Source: an optimization exercise on an open RTL-to-GDS flow (aim: small area). Production flows keep margins and buffers that such runs may drop.
The RTL was checked by simulation tests, not by an equivalence proof against the original design.
No activity file was given, so power comes from the tool's default toggle rates.

old:
Design DPRAM_Banked_Arch, start of the top module:
module DPRAM_Banked_Arch #(
    parameter DATA_WIDTH = 8,
    parameter ADDR_WIDTH = 6,
    parameter NUM_BANKS  = 4
)(
    input  wire                     clk,
    input  wire                     we_a,
    input  wire [ADDR_WIDTH-1:0]    addr_a,
    input  wire [DATA_WIDTH-1:0]    din_a,
    output reg  [DATA_WIDTH-1:0]    dout_a,
    input  wire                     we_b,
    input  wire [ADDR_WIDTH-1:0]    addr_b,
    input  wire [DATA_WIDTH-1:0]    din_b,
    output reg  [DATA_WIDTH-1:0]    dout_b
);
Size: ~1,900 cells after synthesis, ~47 I/O pins, about 21,000 sq um of cells after synthesis.
==> flow/config.mk <==
export PLATFORM = sky130hd
export DESIGN_NAME = DPRAM_Banked_Arch
export DESIGN_NICKNAME = DPRAM_Banked_Arch
export VERILOG_FILES = /design/flow/design.v
export SDC_FILE = /design/flow/constraint.sdc
export NUM_CORES = 4
export LEC_CHECK = 0
export CAP_MARGIN = 20
export CORE_MARGIN = 2
export CORE_UTILIZATION = 55
export GPL_TIMING_DRIVEN = 0
export PLACE_DENSITY = 0.7
export SLEW_MARGIN = 20
export SYNTH_HIERARCHICAL = 1
==> flow/constraint.sdc <==
create_clock -name core_clock -period 5.0 [get_ports {clk}]
set_input_delay 1.0000 -clock core_clock [delete_from_list [all_inputs] [get_ports {clk}]]
set_output_delay 1.0000 -clock core_clock [all_outputs]
set_load 0.01 [all_outputs]
standard.sh (not shown) runs the stock make flow with config.mk's settings and CLKGATE_MAP_FILE= SYNTH_SCRIPT=/design/flow/synth_recipe.tcl, a recipe that flattens the netlist after the stock synthesis.
==> flow/flow/run.sh <==
#!/bin/bash
# The standard ORFS layout (bash standard.sh), with two changes that only
# affect cell area: port buffers are buf_1 (the repair steps resize them where
# needed), and the clock tree uses clkbuf_8 leaf clusters of at most 15 sinks
# and no dummy loads.
set -euo pipefail
CTS="-sink_clustering_enable -repair_clock_nets -dont_use_dummy_load"
CTS="$CTS -sink_clustering_size 15 -sink_clustering_max_diameter 100"
CTS="$CTS -buf_list {sky130_fd_sc_hd__clkbuf_8}"
bash standard.sh \
  "BUFFER_PORTS_ARGS=-buffer_cell sky130_fd_sc_hd__buf_1" \
  "CTS_ARGS=$CTS" \
  finish > standard_flow.log 2>&1
Inputs modified between old and new:
-- flow/config.mk --
<<< old, line 8
export CAP_MARGIN = 20
export CORE_MARGIN = 2
export CORE_UTILIZATION = 55
export GPL_TIMING_DRIVEN = 0
export PLACE_DENSITY = 0.7
export SLEW_MARGIN = 20
export SYNTH_HIERARCHICAL = 1
>>> new, line 8
export CAP_MARGIN = 20
export CORE_MARGIN = 2
export CORE_UTILIZATION = 40
export GPL_TIMING_DRIVEN = 0
export PLACE_DENSITY = 0.6
export SLEW_MARGIN = 20
export SYNTH_HIERARCHICAL = 1
[summary]
- new went all the way through the flow, and no timing, DRC or antenna check failed.
- new vs old, clock latency of the later-clocked register in the worst-skew pair went down by 0.04 ns.
- Between old and new, the via count figures differ only marginally.
- For number of violations reported at the end of detailed-routing iteration 0, dividing the value from new by the value from old gives 1.18.
- Between old and new, the flow reports largest voltage drop on the vdd net decreasing by more than a quarter.
- Utilization old -> new: down
- Sort old and new by power desc -> top: new
- Compared with old, in new actual transition at the worst max-transition pin rose 0.020 ns, placement-stage cell area now larger, sequential cell count ~0 delta.

========
Another version of the RTL of DPRAM_Banked_Arch (not shown whole).
For scale: about 1,900 cells after synthesis, ~530 flip-flops, ~47 I/O pins, roughly 21,000 um2 of cells after synthesis.
Settings: LEC_CHECK=0, CAP_MARGIN=20, CORE_MARGIN=2, CORE_UTILIZATION=40, CTS_BUF_LIST=sky130_fd_sc_hd__clkbuf_4 sky130_fd_sc_hd__clkbuf_8, CTS_CLUSTER_DIAMETER=60, CTS_CLUSTER_SIZE=20, GPL_TIMING_DRIVEN=0, PLACE_DENSITY=0.6, SLEW_MARGIN=20, SYNTH_HIERARCHICAL=1; clock period 5.0 ns.
==> flow/flow/run.sh <==
#!/bin/bash
# The standard ORFS layout, with three changes that only affect cell area:
# port buffers are buf_1 (resized later where timing needs it), CTS inserts
# no dummy loads, and cells off the critical paths are downsized after
# global routing (RECOVER_POWER).
set -euo pipefail
CTS="-sink_clustering_enable -repair_clock_nets -dont_use_dummy_load"
CTS="$CTS -sink_clustering_size 20 -sink_clustering_max_diameter 60"
CTS="$CTS -buf_list {sky130_fd_sc_hd__clkbuf_4 sky130_fd_sc_hd__clkbuf_8}"
bash standard.sh \
  "BUFFER_PORTS_ARGS=-buffer_cell sky130_fd_sc_hd__buf_1" \
  "CTS_ARGS=$CTS" \
  RECOVER_POWER=100 \
  finish > standard_flow.log 2>&1
The starting point completed, yet does not pass: max-capacitance violations, max-slew violations.
Edit:
==> flow/run.sh (new file) <==
#!/bin/bash
# synth_recipe.tcl (not shown) runs the flow's synth.tcl, then flattens the netlist and writes it again
# the make line also repeats each setting of config.mk as NAME=value (left out here)
make -C /OpenROAD-flow-scripts/flow DESIGN_CONFIG=/design/flow/config.mk WORK_HOME=/design/flow/orfs CLKGATE_MAP_FILE= SYNTH_SCRIPT=/design/flow/synth_recipe.tcl finish
--- a/flow/config.mk
+++ b/flow/config.mk
@@ -10,6 +10,2 @@
 export CORE_UTILIZATION = 40
-export CTS_BUF_LIST = sky130_fd_sc_hd__clkbuf_4 sky130_fd_sc_hd__clkbuf_8
-export CTS_CLUSTER_DIAMETER = 60
-export CTS_CLUSTER_SIZE = 20
-export GPL_TIMING_DRIVEN = 0
 export PLACE_DENSITY = 0.6
removed: flow/flow/run.sh
removed: flow/standard.sh
Outcome: The changed run ran to the end with no violations; combinational power stays flat; fmax rises by 5.3%; synthesized area is unchanged; synthesized cell count is unchanged; clock skew came out lower by 0.035 ns; clock power came out higher by 110%; power went up by 25%; final cell count rose by 2.4%; die area stays the same.

========
Setup of main:
Another version of the RTL of DPRAM_Banked_Arch (not shown whole).
For scale: ~1,900 cells after synthesis, about 530 flip-flops, about 47 I/O pins, ~0.021 mm^2 of cells after synthesis.
==> flow/config.mk <==
export PLATFORM = sky130hd
export DESIGN_NAME = DPRAM_Banked_Arch
export DESIGN_NICKNAME = DPRAM_Banked_Arch
export VERILOG_FILES = /design/flow/design.v
export SDC_FILE = /design/flow/constraint.sdc
export NUM_CORES = 4
export LEC_CHECK = 0
export CAP_MARGIN = 20
export CORE_MARGIN = 2
export CORE_UTILIZATION = 40
export CTS_BUF_LIST = sky130_fd_sc_hd__clkbuf_8
export CTS_CLUSTER_DIAMETER = 50
export CTS_CLUSTER_SIZE = 14
export GPL_TIMING_DRIVEN = 0
export PLACE_DENSITY = 0.6
export SLEW_MARGIN = 20
export SYNTH_HIERARCHICAL = 1
==> flow/constraint.sdc <==
create_clock -name core_clock -period 5.0 [get_ports {clk}]
set_input_delay 1.0000 -clock core_clock [delete_from_list [all_inputs] [get_ports {clk}]]
set_output_delay 1.0000 -clock core_clock [all_outputs]
set_load 0.01 [all_outputs]
run.sh (not shown) runs the stock make flow with config.mk's settings and CLKGATE_MAP_FILE= SYNTH_SCRIPT=/design/flow/synth_recipe.tcl, a recipe that flattens the netlist after the stock synthesis.
Stock flow here: none of the scripts above is used.
Input-level comparison between the feature branch and main:
==> flow/flow/run.sh (new file) <==
#!/bin/bash
# The standard ORFS layout (bash standard.sh), with two changes that only
# affect cell area: port buffers are buf_1 (the repair steps resize them where
# needed), and the clock tree uses clkbuf_8 leaf clusters of at most 14 sinks
# and no dummy loads.
set -euo pipefail
CTS="-sink_clustering_enable -repair_clock_nets -dont_use_dummy_load"
CTS="$CTS -sink_clustering_size 14 -sink_clustering_max_diameter 50"
CTS="$CTS -buf_list {sky130_fd_sc_hd__clkbuf_8}"
bash standard.sh \
  "BUFFER_PORTS_ARGS=-buffer_cell sky130_fd_sc_hd__buf_1" \
  "CTS_ARGS=$CTS" \
  finish > standard_flow.log 2>&1
==> flow/standard.sh (new file) <==
#!/bin/bash
# synth_recipe.tcl (not shown) runs the flow's synth.tcl, then flattens the netlist and writes it again
# the make line also repeats each setting of config.mk as NAME=value (left out here)
make -C /OpenROAD-flow-scripts/flow DESIGN_CONFIG=/design/flow/config.mk WORK_HOME=/design/flow/orfs CLKGATE_MAP_FILE= SYNTH_SCRIPT=/design/flow/synth_recipe.tcl "${@:-finish}"
diff --git a/flow/config.mk b/flow/config.mk
--- a/flow/config.mk
+++ b/flow/config.mk
@@ -10,5 +10,2 @@
 export CORE_UTILIZATION = 40
-export CTS_BUF_LIST = sky130_fd_sc_hd__clkbuf_8
-export CTS_CLUSTER_DIAMETER = 50
-export CTS_CLUSTER_SIZE = 14
 export GPL_TIMING_DRIVEN = 0
removed: flow/run.sh
==> run summary <==
- Going from main to the feature branch, count of clock-buffer cells in the layout went down, total power went down, relative slew slack went down.

port drivers added, routing unchanged:
The results above use ideal ports. As a check the final layouts listed here were re-extracted and re-timed, cells and wires unchanged. Step 1: set_driving_cell puts a clkbuf_16 on clk and a buf_2 on each other input, an assumption about the parent block. Step 2, shift: input delay + t, output delay - t, t = (earliest + latest rising clock arrival at the registers) / 2. This alone moves slack from input paths to output paths. Slacks: ideal ports / drivers / drivers and shift; pairs: ideal ports / drivers.
run	t (ns)	setup WS [ns]	worst hold slack (ns)	slew at the worst register clock pin (ns)
old	0.707	0.754 / 0.785 / 0.078	0.519 / 0.519 / 0.519	0.12 / 0.12
new	0.699	0.829 / 0.865 / 0.166	0.514 / 0.514 / 0.514	0.11 / 0.11
the first run of note 2	0.699	0.862 / 0.830 / 0.131	0.516 / 0.516 / 0.516	0.12 / 0.12
the second run of note 2	0.657	1.071 / 1.096 / 0.439	0.514 / 0.514 / 0.514	0.07 / 0.07
main	0.746	0.852 / 0.858 / 0.113	0.518 / 0.518 / 0.518	0.10 / 0.10
the feature branch	0.719	1.080 / 1.061 / 0.342	0.518 / 0.518 / 0.518	0.09 / 0.09
The setup slack of main, which loses most, moves by +0.006 ns with the drivers and by -0.739 ns with both steps.
